From an optimization exercise on the open Yosys and OpenROAD flow, aimed at small area and a short achievable clock period; shortcuts taken in it are not production practice.
Function was checked by simulation only, so behaviour that the tests miss may differ from the original.
Power and IR drop assume default switching activity.

==> module hashed_global_branch_predictor, before the edit <==
module hashed_global_branch_predictor #(
    parameter GHR_WIDTH = 8,
    parameter HASH_KEY  = 8'b10111010   
)(
    input  wire              clk,
    input  wire              rst,
    input  wire              predict_request,
    output wire              predicted_taken,
    input  wire              update_enable,
    input  wire              actual_taken
);
    localparam N = 1 << GHR_WIDTH;
    reg  [GHR_WIDTH-1:0] ghr;
    reg  [N-1:0]         pn;       
    reg  [N-1:0]         h;        
    reg                  pred_q;   
    wire [GHR_WIDTH-1:0] index = ghr ^ HASH_KEY;
    assign predicted_taken = predict_request & pred_q;
    wire new_h = ~(pred_q ^ actual_taken);
    wire [15:0] row = 16'd1 << index[7:4];
    wire [15:0] col = update_enable ? (16'd1 << index[3:0]) : 16'd0;
    genvar i;
    generate
        for (i = 0; i < N; i = i + 1) begin : g_entry
            wire sel  = row[i >> 4] & col[i & 15];
            wire selp = sel & ~h[i];
            always @(posedge clk or posedge rst) begin
                if (rst) begin
                    pn[i] <= 1'b0;
                    h[i]  <= 1'b0;
                end else begin
                    if (selp) pn[i] <= ~actual_taken;
                    if (sel)  h[i]  <= new_h;
                end
            end
        end
    endgenerate
    wire [GHR_WIDTH-2:0] pair = ghr[GHR_WIDTH-2:0] ^ HASH_KEY[GHR_WIDTH-1:1];
    wire [N/2-1:0] pn_even, pn_odd;
    generate
        for (i = 0; i < N/2; i = i + 1) begin : g_pair
            assign pn_even[i] = pn[2*i];
            assign pn_odd[i]  = pn[2*i+1];
        end
    endgenerate
    wire rd_even = ~pn_even[pair];
    wire rd_odd  = ~pn_odd[pair];
    wire rd_p    = (actual_taken ^ HASH_KEY[0]) ? rd_odd : rd_even;
    wire same = (ghr[GHR_WIDTH-2:0] == ghr[GHR_WIDTH-1:1]) &&
                (actual_taken == ghr[0]);
    wire h_same = ghr[0] ? h[~HASH_KEY] : h[HASH_KEY];
    wire new_p  = h_same ? pred_q : actual_taken;
    always @(posedge clk or posedge rst) begin
        if (rst) begin
            ghr    <= 0;
            pred_q <= 1'b1;
        end else if (update_enable) begin
            ghr    <= {ghr[GHR_WIDTH-2:0], actual_taken};
            pred_q <= same ? new_p : rd_p;
        end
    end
endmodule
==> flow/config.mk <==
export PLATFORM = sky130hd
export DESIGN_NAME = hashed_global_branch_predictor
export DESIGN_NICKNAME = hashed_global_branch_predictor
export VERILOG_FILES = /design/flow/design.v
export SDC_FILE = /design/flow/constraint.sdc
export NUM_CORES = 4
export LEC_CHECK = 0
export CAP_MARGIN = 20
export CORE_MARGIN = 2
export CORE_UTILIZATION = 40
export CTS_CLUSTER_DIAMETER = 100
export CTS_CLUSTER_SIZE = 25
export SETUP_SLACK_MARGIN = 3.38
export SLEW_MARGIN = 20
export TNS_END_PERCENT = 100
==> flow/constraint.sdc <==
create_clock -name core_clock -period 6.0 [get_ports {clk}]
set_input_delay 1.2000 -clock core_clock [delete_from_list [all_inputs] [get_ports {clk}]]
set_output_delay 1.2000 -clock core_clock [all_outputs]
set_load 0.01 [all_outputs]
run.sh (not shown) runs the stock make flow with config.mk's settings and CLKGATE_MAP_FILE= SYNTH_SCRIPT=/design/flow/synth_recipe.tcl, a recipe that flattens the netlist after the stock synthesis.
Rerun with:
--- a/flow/design.v
+++ b/flow/design.v
@@ -16,22 +16,25 @@
     reg                  pred_q;   
     wire [GHR_WIDTH-1:0] index = ghr ^ HASH_KEY;
     assign predicted_taken = predict_request & pred_q;
     wire new_h = ~(pred_q ^ actual_taken);
-    wire [15:0] row = 16'd1 << index[7:4];
-    wire [15:0] col = update_enable ? (16'd1 << index[3:0]) : 16'd0;
+    wire [15:0] row = rst ? 16'hffff : (16'd1 << index[7:4]);
+    wire [15:0] col = rst ? 16'hffff :
+                      update_enable ? (16'd1 << index[3:0]) : 16'd0;
+    wire wr_pn = ~actual_taken & ~rst;
+    wire wr_h  = new_h & ~rst;
     genvar i;
     generate
         for (i = 0; i < N; i = i + 1) begin : g_entry
             wire sel  = row[i >> 4] & col[i & 15];
-            wire selp = sel & ~h[i];
-            always @(posedge clk or posedge rst) begin
+            wire selp = sel & (~h[i] | rst);
+            always @(posedge clk) begin
                 if (rst) begin
                     pn[i] <= 1'b0;
                     h[i]  <= 1'b0;
                 end else begin
-                    if (selp) pn[i] <= ~actual_taken;
-                    if (sel)  h[i]  <= new_h;
+                    if (selp) pn[i] <= wr_pn;
+                    if (sel)  h[i]  <= wr_h;
                 end
             end
         end
     endgenerate
First-iteration DRC count increases by 15%; via count increases by 5.7%; setup slack hardly moves; routed wire length decreases by about 0.4%; register-to-register slack improves by 50 ps; cell count increases by 5.7%; total power increases by about 3%; design area decreases by about 7%; die area decreases by 6.7%; critical path depth stays the same.

tundra:
The RTL this note starts from:
==> flow/design.v <==
module hashed_global_branch_predictor #(
    parameter GHR_WIDTH = 8,
    parameter HASH_KEY  = 8'b10111010   
)(
    input  wire              clk,
    input  wire              rst,
    input  wire              predict_request,
    output wire              predicted_taken,
    input  wire              update_enable,
    input  wire              actual_taken
);
    localparam N = 1 << GHR_WIDTH;
    reg  [GHR_WIDTH-1:0] ghr;
    reg  [N-1:0]         pn;       
    reg  [N-1:0]         h;        
    reg                  pred_q;   
    reg                  cur_h;    
    wire [GHR_WIDTH-1:0] index = ghr ^ HASH_KEY;
    assign predicted_taken = predict_request & pred_q;
    wire upd_p = cur_h ? pred_q : actual_taken;
    wire upd_h = ~(pred_q ^ actual_taken);
    wire [15:0] row = rst ? 16'hffff : (16'd1 << index[7:4]);
    wire [15:0] col = rst ? 16'hffff : (16'd1 << index[3:0]);
    wire wr_pn = ~rst & ~(update_enable ? upd_p : pred_q);
    wire wr_h  = ~rst &  (update_enable ? upd_h : cur_h);
    genvar i;
    generate
        for (i = 0; i < N; i = i + 1) begin : g_entry
            wire sel = row[i >> 4] & col[i & 15];
            always @(posedge clk) begin
                if (sel) begin
                    pn[i] <= wr_pn;
                    h[i]  <= wr_h;
                end
            end
        end
    endgenerate
    wire [GHR_WIDTH-2:0] pair = ghr[GHR_WIDTH-2:0] ^ HASH_KEY[GHR_WIDTH-1:1];
    wire [N/2-1:0] pn_even, pn_odd, h_even, h_odd;
    generate
        for (i = 0; i < N/2; i = i + 1) begin : g_pair
            assign pn_even[i] = pn[2*i];
            assign pn_odd[i]  = pn[2*i+1];
            assign h_even[i]  = h[2*i];
            assign h_odd[i]   = h[2*i+1];
        end
    endgenerate
    wire rd_odd = actual_taken ^ HASH_KEY[0];
    wire rd_p   = rd_odd ? ~pn_odd[pair] : ~pn_even[pair];
    wire rd_h   = rd_odd ?  h_odd[pair]  :  h_even[pair];
    wire same = (ghr[GHR_WIDTH-2:0] == ghr[GHR_WIDTH-1:1]) &&
                (actual_taken == ghr[0]);
    always @(posedge clk or posedge rst) begin
        if (rst) begin
            ghr    <= 0;
            pred_q <= 1'b1;
            cur_h  <= 1'b0;
        end else if (update_enable) begin
            ghr    <= {ghr[GHR_WIDTH-2:0], actual_taken};
            pred_q <= same ? upd_p : rd_p;
            cur_h  <= same ? upd_h : rd_h;
        end
    end
endmodule
clock: 6.0 ns
lec_check: 0
cap_margin: 20
core_margin: 2
core_utilization: 40
setup_slack_margin: 3.3
slew_margin: 20
What onyx does differently from tundra at the input level:
--- a/flow/design.v
+++ b/flow/design.v
@@ -27,9 +27,12 @@
     generate
         for (i = 0; i < N; i = i + 1) begin : g_entry
             wire sel = row[i >> 4] & col[i & 15];
             always @(posedge clk) begin
-                if (sel) begin
+                if (rst) begin
+                    pn[i] <= 1'b0;
+                    h[i]  <= 1'b0;
+                end else if (sel) begin
                     pn[i] <= wr_pn;
                     h[i]  <= wr_h;
                 end
             end
[summary]
- A last element of the critical path of h[250]$_SDFFE_PP0P_ is what onyx shows, while pred_q$_DFFE_PP1P_ belongs to tundra.
- Relative to tundra, sequential fraction of total cell area has gone down in onyx.
- Compared to tundra, onyx has final critical-path share of the clock period 0.60 points higher.
- Die width in onyx is about 1.1% lower than in tundra
- Mux contribution to synthesized area on onyx is up relative to tundra.
- The total power consumption of the routed design number comes out higher for onyx vs tundra.
- Side by side, sequential fraction of design power turned out lower in onyx than in tundra.
- Changes observed in onyx relative to tundra: vias per cell -5.9%, met3 routing resource usage after global routing +2.9 points, count of cell types in the netlist -about 30%, maximum frequency from static timing analysis -4.5 MHz.
- simple AND/OR/NAND/NOR gates as the main combinational cell family by area after synthesis was reported by onyx, and multiplexers by tundra.

==> re-timing with driven ports <==
No port has a modelled driver above. Below, the same layouts with a new extraction and two added sets of constraints. Step 1, drivers: a clkbuf_16 drives clk and a buf_2 each remaining input, both assumed. Step 2 adds t to the input delays and takes it off the output delays; t is the mean of the earliest and latest rising clock arrival at the registers after step 1. Input paths then give back, and output paths get back, about the clock's delay inside the block. a / b / c = no drivers / after step 1 / after step 2; a / b = the first two.
| run | t (ns) | slack for setup (ns) | latest minus earliest clock arrival (ns) |
|---|---|---|---|
| the first run of note 1 | 0.631 | 3.281 / 3.245 / 2.788 | 0.020 / 0.019 |
| the second run of note 1 | 0.638 | 3.282 / 3.248 / 2.699 | 0.018 / 0.018 |
| tundra | 0.649 | 3.196 / 3.191 / 2.543 | 0.023 / 0.023 |
| onyx | 0.661 | 3.160 / 3.030 / 2.370 | 0.024 / 0.025 |
After both steps setup and hold are still met in every run listed. The setup slack of onyx, which loses most, moves by -0.130 ns with the drivers and by -0.790 ns with both steps.
